From an optimization exercise on the open Yosys and OpenROAD flow, aimed at small area and a short achievable clock period; shortcuts taken in it are not production practice. At most, simulation tests tie the RTL to the original design; equivalence was not proved. Power is estimated from default activity; no workload was simulated.

==> run a: inputs <==
==> flow/design.v <==
`timescale 1ns / 1ps
module xcore (
      input             clk,
      input             rst,
      output reg [8:0]  pc,
      input [31:0]      instruction,
      output            ram_sel,
      output            ram_we,
      output [8:0]      ram_addr,
      output [31:0]     ram_wdata,
      input [31:0]      ram_rdata,
      output            trap
      );
   reg [31:0] regA, regB;
   reg [2:0]  regC;
   reg [31:0] regf [0:15];
   wire [3:0] op = instruction[31:28];
   wire op_sub  = op == 4'd2;
   wire op_shft = op == 4'd3;
   wire op_and  = op == 4'd4;
   wire op_xor  = op == 4'd5;
   wire op_ldih = op == 4'd7;
   wire alu     = op[3:1] == 3'b000 || op[3:1] == 3'b001 || op[3:1] == 3'b010;   
   wire load    = op == 4'd6 || op == 4'd7 || op == 4'd8 || op == 4'd10;
   wire store   = op == 4'd9 || op == 4'd11;
   wire branch  = op[3:2] == 2'b11;
   wire immop   = op == 4'd0 || op == 4'd3 || op == 4'd6 || op == 4'd7;
   wire busop   = op == 4'd1 || op == 4'd2 || op == 4'd4 || op == 4'd5 || op[3:2] == 2'b10;
   wire viab    = op[3:1] == 3'b101;   
   wire sumop   = !(op_shft || op_and || op_xor || store);   
   function [4:0] dec;    
      input [9:0] a;
      reg hi;
      begin
         hi = a[9] && a[8:5] == 4'd0;
         dec = {a[9] && !hi || hi && a[4] && a[3:1] != 3'd0,
                hi && !a[4], hi && a[4:0] == 5'd16, hi && a[4:0] == 5'd17, hi};
      end
   endfunction
   wire [4:0] di = dec(instruction[9:0]);
   wire [4:0] dh = dec(regA[9:0]);
   wire [4:0] db = dec(regB[9:0]);
   assign ram_sel   = viab ? !regB[9] : busop && !instruction[9];
   assign trap      = viab ? db[4] : busop && di[4];
   assign ram_we    = store;
   assign ram_addr  = viab ? regB[8:0] : instruction[8:0];
   assign ram_wdata = regA;
   wire is_rf = viab ? db[3] : di[3];
   wire is_rb = viab ? db[2] : op_ldih ? dh[2] : di[2];
   wire is_rc = viab ? db[1] : op_ldih ? dh[1] : di[1];
   wire [31:0] imm = op_ldih ? {instruction[15:0], regA[15:0]} : {{4{instruction[27]}}, instruction[27:0]};
   wire [3:0]  ra = viab ? regB[3:0] : instruction[3:0];
   wire [31:0] m0 = ra[3] ? (ra[2] ? regf[12] : regf[8]) : (ra[2] ? regf[4] : regf[0]);
   wire [31:0] m1 = ra[3] ? (ra[2] ? regf[13] : regf[9]) : (ra[2] ? regf[5] : regf[1]);
   wire [31:0] m2 = ra[3] ? (ra[2] ? regf[14] : regf[10]) : (ra[2] ? regf[6] : regf[2]);
   wire [31:0] m3 = ra[3] ? (ra[2] ? regf[15] : regf[11]) : (ra[2] ? regf[7] : regf[3]);
   wire [31:0] rf_rd = ra[1] ? (ra[0] ? m3 : m2) : (ra[0] ? m1 : m0);
   wire s_imm = immop && !is_rb && !is_rc;
   wire s_ram = ram_sel;
   wire s_rf  = busop && is_rf;
   wire [31:0] operand = ({32{is_rb}} & regB) | ({32{is_rc}} & {29'd0, regC}) |
                         ({32{s_imm}} & imm) | ({32{s_ram}} & ram_rdata) |
                         ({32{s_rf}} & rf_rd) | {32{branch}};
   wire [31:0] aa = load ? 32'd0 : (op_sub ? ~regA : regA);
   wire [31:0] p  = aa ^ operand;
   wire [31:0] g  = aa & operand;
   reg  [31:0] gk, pk;
   integer l, j;
   always @* begin
      gk = g;
      pk = p;
      for (l = 1; l < 32; l = l * 2)
        for (j = 2*l-1; j < 32; j = j + 2*l) begin
           gk[j] = gk[j] | (pk[j] & gk[j-l]);
           pk[j] = pk[j] & pk[j-l];
        end
      for (l = 8; l >= 1; l = l / 2)
        for (j = 3*l-1; j < 32; j = j + 2*l) begin
           gk[j] = gk[j] | (pk[j] & gk[j-l]);
           pk[j] = pk[j] & pk[j-l];
        end
   end
   wire [31:0] c = {gk[30:0], 1'b0};    
   wire [31:0] ps = p ^ {32{op_sub}};
   wire shl = is_rb ? regB[31] : !is_rc && instruction[27];    
   reg [31:0] e;
   always @* begin
      if (op_shft)
        e = shl ? {regA[30:0], 1'b0} : {regA[31], regA[31:1]};
      else if (op_and)
        e = g;
      else if (op_xor)
        e = p;
      else
        e = regA;
   end
   wire [31:0] x0 = sumop ? ps : e;
   wire [31:0] x1 = sumop ? ~ps : e;
   wire [31:0] nA;
   genvar k;
   generate for (k = 0; k < 32; k = k + 1) begin : sel
      assign nA[k] = c[k] ? x1[k] : x0[k];
   end endgenerate
   wire fx = op_sub ? ~(aa[31] & operand[31]) : (aa[31] | operand[31]);
   wire [2:0] fa0 = {ps[31], 2'b00};
   wire [2:0] fa1 = {~ps[31], ~fx, fx};
   wire [2:0] farith = c[31] ? fa1 : fa0;
   reg  [2:0] flags;
   always @* begin
      if (op_shft)
        flags = shl ? {regA[30], regA[31] ^ regA[30], regA[31]} : {regA[31], 2'b00};
      else if (op_and)
        flags = {g[31], 2'b00};
      else if (op_xor)
        flags = {p[31], 2'b00};
      else
        flags = farith;
   end
   wire a_zero = regA == 32'd0;
   wire taken = branch && (op[1] ? !a_zero : a_zero);
   always @(posedge clk, posedge rst)
     if (rst) begin
        pc <= 9'd0;
        regA <= 32'd0;
        regB <= 32'd0;
        regC <= 3'd0;
     end else begin
        pc <= taken ? (op[0] ? regB[8:0] : instruction[8:0]) : pc + 9'd1;
        regA <= nA;
        if (alu)
          regC <= flags;
        if (store && is_rb)
          regB <= regA;
     end
   always @(posedge clk)
     if (store && is_rf)
       regf[ra] <= regA;
endmodule
==> flow/flow/run.sh <==
#!/bin/bash
# The standard ORFS layout (standard.sh), with extra ORFS settings:
# plain buffers on the ports and no dummy loads in the clock tree.
# make's output goes to flow_make.log; each ORFS step keeps its own log
# under orfs/logs/.
set -euo pipefail
bash standard.sh \
  "BUFFER_PORTS_ARGS=-buffer_cell sky130_fd_sc_hd__buf_2" \
  "CTS_ARGS=-sink_clustering_enable -repair_clock_nets -dont_use_dummy_load -buf_list sky130_fd_sc_hd__clkbuf_8" \
  finish > flow_make.log 2>&1
==> flow/standard.sh <==
#!/bin/bash
# synth_recipe.tcl (not shown) runs the flow's synth.tcl, then flattens the netlist and writes it again
# the make line also repeats each setting of config.mk as NAME=value (left out here)
make -C /OpenROAD-flow-scripts/flow DESIGN_CONFIG=/design/flow/config.mk WORK_HOME=/design/flow/orfs CLKGATE_MAP_FILE= SYNTH_SCRIPT=/design/flow/synth_recipe.tcl "${@:-finish}"
==> flow/config.mk <==
export PLATFORM = sky130hd
export DESIGN_NAME = xcore
export DESIGN_NICKNAME = xcore
export VERILOG_FILES = /design/flow/design.v
export SDC_FILE = /design/flow/constraint.sdc
export NUM_CORES = 4
export LEC_CHECK = 0
export ABC_AREA = 1
export CAP_MARGIN = 20
export CORE_MARGIN = 2
export CORE_UTILIZATION = 55
export SETUP_SLACK_MARGIN = 3.5
export SLEW_MARGIN = 20
export TNS_END_PERCENT = 5
==> flow/constraint.sdc <==
create_clock -name core_clock -period 8.5 [get_ports {clk}]
set_input_delay 1.7000 -clock core_clock [delete_from_list [all_inputs] [get_ports {clk}]]
set_output_delay 1.7000 -clock core_clock [all_outputs]
set_load 0.01 [all_outputs]
==> inputs of run b, as changes to run a <==
==> flow/design.v (replaced) <==
`timescale 1ns / 1ps
module xcore (
      input             clk,
      input             rst,
      output reg [8:0]  pc,
      input [31:0]      instruction,
      output            ram_sel,
      output            ram_we,
      output [8:0]      ram_addr,
      output [31:0]     ram_wdata,
      input [31:0]      ram_rdata,
      output            trap
      );
   reg [31:0] regA, regB;
   reg [2:0]  regC;
   reg [31:0] regf [0:15];
   wire [3:0] op = instruction[31:28];
   wire op_addi = op == 4'd0;
   wire op_sub  = op == 4'd2;
   wire op_shft = op == 4'd3;
   wire op_and  = op == 4'd4;
   wire op_xor  = op == 4'd5;
   wire op_ldih = op == 4'd7;
   wire arith   = op == 4'd0 || op == 4'd1 || op == 4'd2;
   wire alu     = op[3:1] == 3'b000 || op[3:1] == 3'b001 || op[3:1] == 3'b010;   
   wire load    = op == 4'd6 || op == 4'd7 || op == 4'd8 || op == 4'd10;
   wire store   = op == 4'd9 || op == 4'd11;
   wire branch  = op[3:2] == 2'b11;
   wire immop   = op == 4'd0 || op == 4'd3 || op == 4'd6 || op == 4'd7;
   wire busop   = op == 4'd1 || op == 4'd2 || op == 4'd4 || op == 4'd5 || op[3:2] == 2'b10;
   wire viab    = op[3:1] == 3'b101;   
   wire [9:0] addr = viab ? regB[9:0] : (op_ldih ? regA[9:0] : instruction[9:0]);
   wire hi      = addr[9] && addr[8:5] == 4'd0;
   wire is_rf   = hi && !addr[4];
   wire is_rb   = hi && addr[4:0] == 5'd16;
   wire is_rc   = hi && addr[4:0] == 5'd17;
   wire is_trap = addr[9] && !hi || hi && addr[4] && addr[3:1] != 3'd0;
   assign ram_sel   = busop && !addr[9];
   assign trap      = busop && is_trap;
   assign ram_we    = store;
   assign ram_addr  = addr[8:0];
   assign ram_wdata = regA;
   wire [31:0] imm = op_ldih ? {instruction[15:0], regA[15:0]} : {{4{instruction[27]}}, instruction[27:0]};
   wire [31:0] rf_rd = regf[addr[3:0]];
   reg  [31:0] operand;
   always @* begin
      if (is_rb)
        operand = regB;
      else if (is_rc)
        operand = {29'd0, regC};
      else if (immop)
        operand = imm;
      else if (busop && !addr[9])
        operand = ram_rdata;
      else if (busop && is_rf)
        operand = rf_rd;
      else
        operand = 32'd0;
   end
   wire [31:0] bx = op_sub ? ~operand : operand;
   wire [31:0] sum = regA + bx + {31'd0, op_sub};
   wire k31 = sum[31] ^ regA[31] ^ bx[31];
   wire c31 = k31 ^ op_sub;
   wire ac  = (regA[31] | bx[31]) & c31;
   reg [31:0] res;
   reg [2:0]  flags;
   always @* begin
      if (arith) begin
         res = sum;
         flags = {sum[31], ac ^ c31, ac};
      end else if (op_shft) begin
         if (operand[31]) begin
            res = {regA[30:0], 1'b0};
            flags = {regA[30], regA[31] ^ regA[30], regA[31]};
         end else begin
            res = {regA[31], regA[31:1]};
            flags = {regA[31], 2'b00};
         end
      end else if (op_and) begin
         res = regA & operand;
         flags = {res[31], 2'b00};
      end else begin
         res = regA ^ operand;
         flags = {res[31], 2'b00};
      end
   end
   wire a_zero = regA == 32'd0;
   wire taken = branch && (op[1] ? !a_zero : a_zero);
   always @(posedge clk, posedge rst)
     if (rst) begin
        pc <= 9'd0;
        regA <= 32'd0;
        regB <= 32'd0;
        regC <= 3'd0;
     end else begin
        pc <= taken ? (op[0] ? regB[8:0] : instruction[8:0]) : pc + 9'd1;
        if (load)
          regA <= operand;
        else if (alu)
          regA <= res;
        else if (branch)
          regA <= regA - 32'd1;
        if (alu)
          regC <= flags;
        if (store && is_rb)
          regB <= regA;
     end
   always @(posedge clk)
     if (store && is_rf)
       regf[addr[3:0]] <= regA;
endmodule
==> flow/run.sh (new file) <==
#!/bin/bash
# synth_recipe.tcl (not shown) runs the flow's synth.tcl, then flattens the netlist and writes it again
# the make line also repeats each setting of config.mk as NAME=value (left out here)
make -C /OpenROAD-flow-scripts/flow DESIGN_CONFIG=/design/flow/config.mk WORK_HOME=/design/flow/orfs CLKGATE_MAP_FILE= SYNTH_SCRIPT=/design/flow/synth_recipe.tcl finish
ABC_AREA = default   (was 1)
CORE_UTILIZATION = 40   (was 55)
SETUP_SLACK_MARGIN = default   (was 3.5)
TNS_END_PERCENT = default   (was 5)
removed: flow/flow/run.sh
removed: flow/standard.sh
==> inputs of run c, as changes to run a <==
--- a/flow/design.v
+++ b/flow/design.v
@@ -12,7 +12,57 @@
       output            trap
       );
-   reg [31:0] regA, regB;
-   reg [2:0]  regC;
+   reg [31:0] regB;
    reg [31:0] regf [0:15];
+   reg [31:0] aa, pB;
+   reg [2:0]  pC;
+   reg        k_sub, k_shft, k_and, k_xor, k_hold, k_flags;
+   wire [31:0] p  = aa ^ pB;
+   wire [31:0] g  = aa & pB;
+   reg  [31:0] gk, pk;
+   integer l, j;
+   always @* begin
+      gk = g;
+      pk = p;
+      for (l = 1; l < 32; l = l * 2)
+        for (j = 31; j >= l; j = j - 1) begin
+           gk[j] = gk[j] | (pk[j] & gk[j-l]);
+           pk[j] = pk[j] & pk[j-l];
+        end
+   end
+   wire [31:0] c  = {gk[30:0], 1'b0};    
+   wire [31:0] ps = p ^ {32{k_sub}};     
+   wire shl = pB[31];                    
+   reg [31:0] e;
+   always @* begin
+      if (k_shft)
+        e = shl ? {aa[30:0], 1'b0} : {aa[31], aa[31:1]};
+      else if (k_and)
+        e = g;
+      else if (k_xor)
+        e = p;
+      else
+        e = aa;
+   end
+   wire sumop = !(k_shft || k_and || k_xor || k_hold);
+   wire [31:0] x0 = sumop ? ps : e;
+   wire [31:0] x1 = sumop ? ~ps : e;
+   wire [31:0] regA;
+   genvar k;
+   generate for (k = 0; k < 32; k = k + 1) begin : sel
+      assign regA[k] = c[k] ? x1[k] : x0[k];
+   end endgenerate
+   wire fx = k_sub ? ~(aa[31] & pB[31]) : (aa[31] | pB[31]);
+   reg  [2:0] flags;
+   always @* begin
+      if (k_shft)
+        flags = shl ? {aa[30], aa[31] ^ aa[30], aa[31]} : {aa[31], 2'b00};
+      else if (k_and)
+        flags = {g[31], 2'b00};
+      else if (k_xor)
+        flags = {p[31], 2'b00};
+      else
+        flags = c[31] ? {~ps[31], ~fx, fx} : {ps[31], 2'b00};
+   end
+   wire [2:0] regC = k_flags ? flags : pC;
    wire [3:0] op = instruction[31:28];
    wire op_sub  = op == 4'd2;
@@ -28,5 +78,4 @@
    wire busop   = op == 4'd1 || op == 4'd2 || op == 4'd4 || op == 4'd5 || op[3:2] == 2'b10;
    wire viab    = op[3:1] == 3'b101;   
-   wire sumop   = !(op_shft || op_and || op_xor || store);   
    function [4:0] dec;    
       input [9:0] a;
@@ -62,59 +111,4 @@
                          ({32{s_imm}} & imm) | ({32{s_ram}} & ram_rdata) |
                          ({32{s_rf}} & rf_rd) | {32{branch}};
-   wire [31:0] aa = load ? 32'd0 : (op_sub ? ~regA : regA);
-   wire [31:0] p  = aa ^ operand;
-   wire [31:0] g  = aa & operand;
-   reg  [31:0] gk, pk;
-   integer l, j;
-   always @* begin
-      gk = g;
-      pk = p;
-      for (l = 1; l < 32; l = l * 2)
-        for (j = 2*l-1; j < 32; j = j + 2*l) begin
-           gk[j] = gk[j] | (pk[j] & gk[j-l]);
-           pk[j] = pk[j] & pk[j-l];
-        end
-      for (l = 8; l >= 1; l = l / 2)
-        for (j = 3*l-1; j < 32; j = j + 2*l) begin
-           gk[j] = gk[j] | (pk[j] & gk[j-l]);
-           pk[j] = pk[j] & pk[j-l];
-        end
-   end
-   wire [31:0] c = {gk[30:0], 1'b0};    
-   wire [31:0] ps = p ^ {32{op_sub}};
-   wire shl = is_rb ? regB[31] : !is_rc && instruction[27];    
-   reg [31:0] e;
-   always @* begin
-      if (op_shft)
-        e = shl ? {regA[30:0], 1'b0} : {regA[31], regA[31:1]};
-      else if (op_and)
-        e = g;
-      else if (op_xor)
-        e = p;
-      else
-        e = regA;
-   end
-   wire [31:0] x0 = sumop ? ps : e;
-   wire [31:0] x1 = sumop ? ~ps : e;
-   wire [31:0] nA;
-   genvar k;
-   generate for (k = 0; k < 32; k = k + 1) begin : sel
-      assign nA[k] = c[k] ? x1[k] : x0[k];
-   end endgenerate
-   wire fx = op_sub ? ~(aa[31] & operand[31]) : (aa[31] | operand[31]);
-   wire [2:0] fa0 = {ps[31], 2'b00};
-   wire [2:0] fa1 = {~ps[31], ~fx, fx};
-   wire [2:0] farith = c[31] ? fa1 : fa0;
-   reg  [2:0] flags;
-   always @* begin
-      if (op_shft)
-        flags = shl ? {regA[30], regA[31] ^ regA[30], regA[31]} : {regA[31], 2'b00};
-      else if (op_and)
-        flags = {g[31], 2'b00};
-      else if (op_xor)
-        flags = {p[31], 2'b00};
-      else
-        flags = farith;
-   end
    wire a_zero = regA == 32'd0;
    wire taken = branch && (op[1] ? !a_zero : a_zero);
@@ -122,12 +116,20 @@
      if (rst) begin
         pc <= 9'd0;
-        regA <= 32'd0;
         regB <= 32'd0;
-        regC <= 3'd0;
+        aa <= 32'd0;
+        pB <= 32'd0;
+        pC <= 3'd0;
+        {k_sub, k_shft, k_and, k_xor, k_hold, k_flags} <= 6'd0;
      end else begin
         pc <= taken ? (op[0] ? regB[8:0] : instruction[8:0]) : pc + 9'd1;
-        regA <= nA;
-        if (alu)
-          regC <= flags;
+        aa <= load ? 32'd0 : op_sub ? ~regA : regA;
+        pB <= operand;
+        pC <= regC;
+        k_sub   <= op_sub;
+        k_shft  <= op_shft;
+        k_and   <= op_and;
+        k_xor   <= op_xor;
+        k_hold  <= store;
+        k_flags <= alu;
         if (store && is_rb)
           regB <= regA;
SETUP_SLACK_MARGIN = 4.3   (was 3.5)
TNS_END_PERCENT = 20   (was 5)
==> inputs of run d, as changes to run a <==
--- a/flow/design.v
+++ b/flow/design.v
@@ -71,10 +71,5 @@
       pk = p;
       for (l = 1; l < 32; l = l * 2)
-        for (j = 2*l-1; j < 32; j = j + 2*l) begin
-           gk[j] = gk[j] | (pk[j] & gk[j-l]);
-           pk[j] = pk[j] & pk[j-l];
-        end
-      for (l = 8; l >= 1; l = l / 2)
-        for (j = 3*l-1; j < 32; j = j + 2*l) begin
+        for (j = 31; j >= l; j = j - 1) begin
            gk[j] = gk[j] | (pk[j] & gk[j-l]);
            pk[j] = pk[j] & pk[j-l];
==> flow/run.sh (new file) <==
#!/bin/bash
# synth_recipe.tcl (not shown) runs the flow's synth.tcl, then flattens the netlist and writes it again
# the make line also repeats each setting of config.mk as NAME=value (left out here)
make -C /OpenROAD-flow-scripts/flow DESIGN_CONFIG=/design/flow/config.mk WORK_HOME=/design/flow/orfs CLKGATE_MAP_FILE= SYNTH_SCRIPT=/design/flow/synth_recipe.tcl finish
CTS_BUF_LIST = sky130_fd_sc_hd__clkbuf_8   (was default)
removed: flow/flow/run.sh
removed: flow/standard.sh
==> comparison table <==
| quantity | run d | run c | run b | run a |
|---|---|---|---|---|
| Final net count | 3019 | 3379 | 2981 | 2671 |
| Post-layout utilization of the core | 0.6739 | 0.7124 | 0.4755 | 0.6634 |
| Initial standard-cell utilization of the core | 0.5553 | 0.5568 | 0.4048 | 0.5528 |
| Placed Area | 29740 sq um | 30700 sq um | 32610 sq um | 27590 sq um |
| Maximum frequency from static timing analysis | 0.1974 GHz | 0.2235 GHz | 0.1295 GHz | 0.1992 GHz |
| Finished Layout Cells | 3663 | 3968 | 3855 | 3184 |
| Number of CTS-inserted buffers | 92 | 92 | 66 | 95 |
| Power drawn by the sequential cells | 4230 uW | 4250 uW | 3610 uW | 4130 uW |
| Die boundary width | 228.8 microns | 234.6 microns | 276.2 microns | 222.4 microns |
| Post-Synthesis Net Count | 2797 | 3014 | 2850 | 2408 |
| Longest individual stage delay on the worst path | 0.32 ns | 0.24 ns | 0.60 ns | 0.39 ns |
| Overall power consumption | 9459 uW | 12840 uW | 8883 uW | 8553 uW |
| Global routing usage on met2 | 0.6072 | 0.6154 | 0.4112 | 0.5888 |
| P_clk | 2350 uW | 1970 uW | 2900 uW | 1980 uW |
| Outcome | timing/DRC/antenna clean | timing/DRC/antenna clean | timing/DRC/antenna clean | timing/DRC/antenna clean |
| Number of distinct library cell variants in the gate-level netlist after synthesis | 56 | 45 | 84 | 49 |
| Hold Startpoint | regB[12]$_DFFE_PP0P_ | pC[0]$_DFF_PP0_ | regB[19]$_DFFE_PP0P_ | regB[12]$_DFFE_PP0P_ |
| WHS Endpoint | regB[12]$_DFFE_PP0P_ | pC[0]$_DFF_PP0_ | regB[19]$_DFFE_PP0P_ | regB[12]$_DFFE_PP0P_ |
| Share of the synthesized netlist area taken by xor and xnor gates | 0.01512 | 0.01287 | 0.02618 | 0.01402 |
| Max IR drop VDD | 0.2697 mV | 0.2176 mV | 0.1988 mV | 0.2308 mV |
| Area of the core region | 50070 sq um | 52550 sq um | 73210 sq um | 47450 sq um |
| Largest fanout on the critical path | 15 | 6 | 25 | 22 |
| Met1 usage in global routing | 0.5184 | 0.5293 | 0.3770 | 0.5508 |
No functional check of the RTL was part of run a and run b.

## what the ideal ports hide
The flow's constraints put no driver on any port. The routed layouts listed below were extracted and timed again, unchanged, in two steps.
Step 1: set_driving_cell puts a clkbuf_16 on clk and a buf_2 on each other input, an assumption about the parent block.
Step 2 moves the port delays by t, midway between the first and last clock arrival at a register: inputs arrive t later, outputs are due t later. That takes back most of the time a late clock gives input paths.
Slacks: no drivers / after step 1 / after step 2; pairs: no drivers / after step 1.
run	t, ns	slack for setup (ns)	cell pins on the clock port's net
run a	0.722	3.481 / 3.497 / 2.777	1
run b	0.690	0.780 / 0.820 / 0.130	1
run c	0.717	4.026 / 3.880 / 3.461	1
run d	0.740	3.433 / 3.405 / 2.737	1
After both steps every run listed still meets setup and hold. For run a, which loses most, drivers alone change the setup slack by +0.016 ns; drivers and shift together by -0.704 ns.
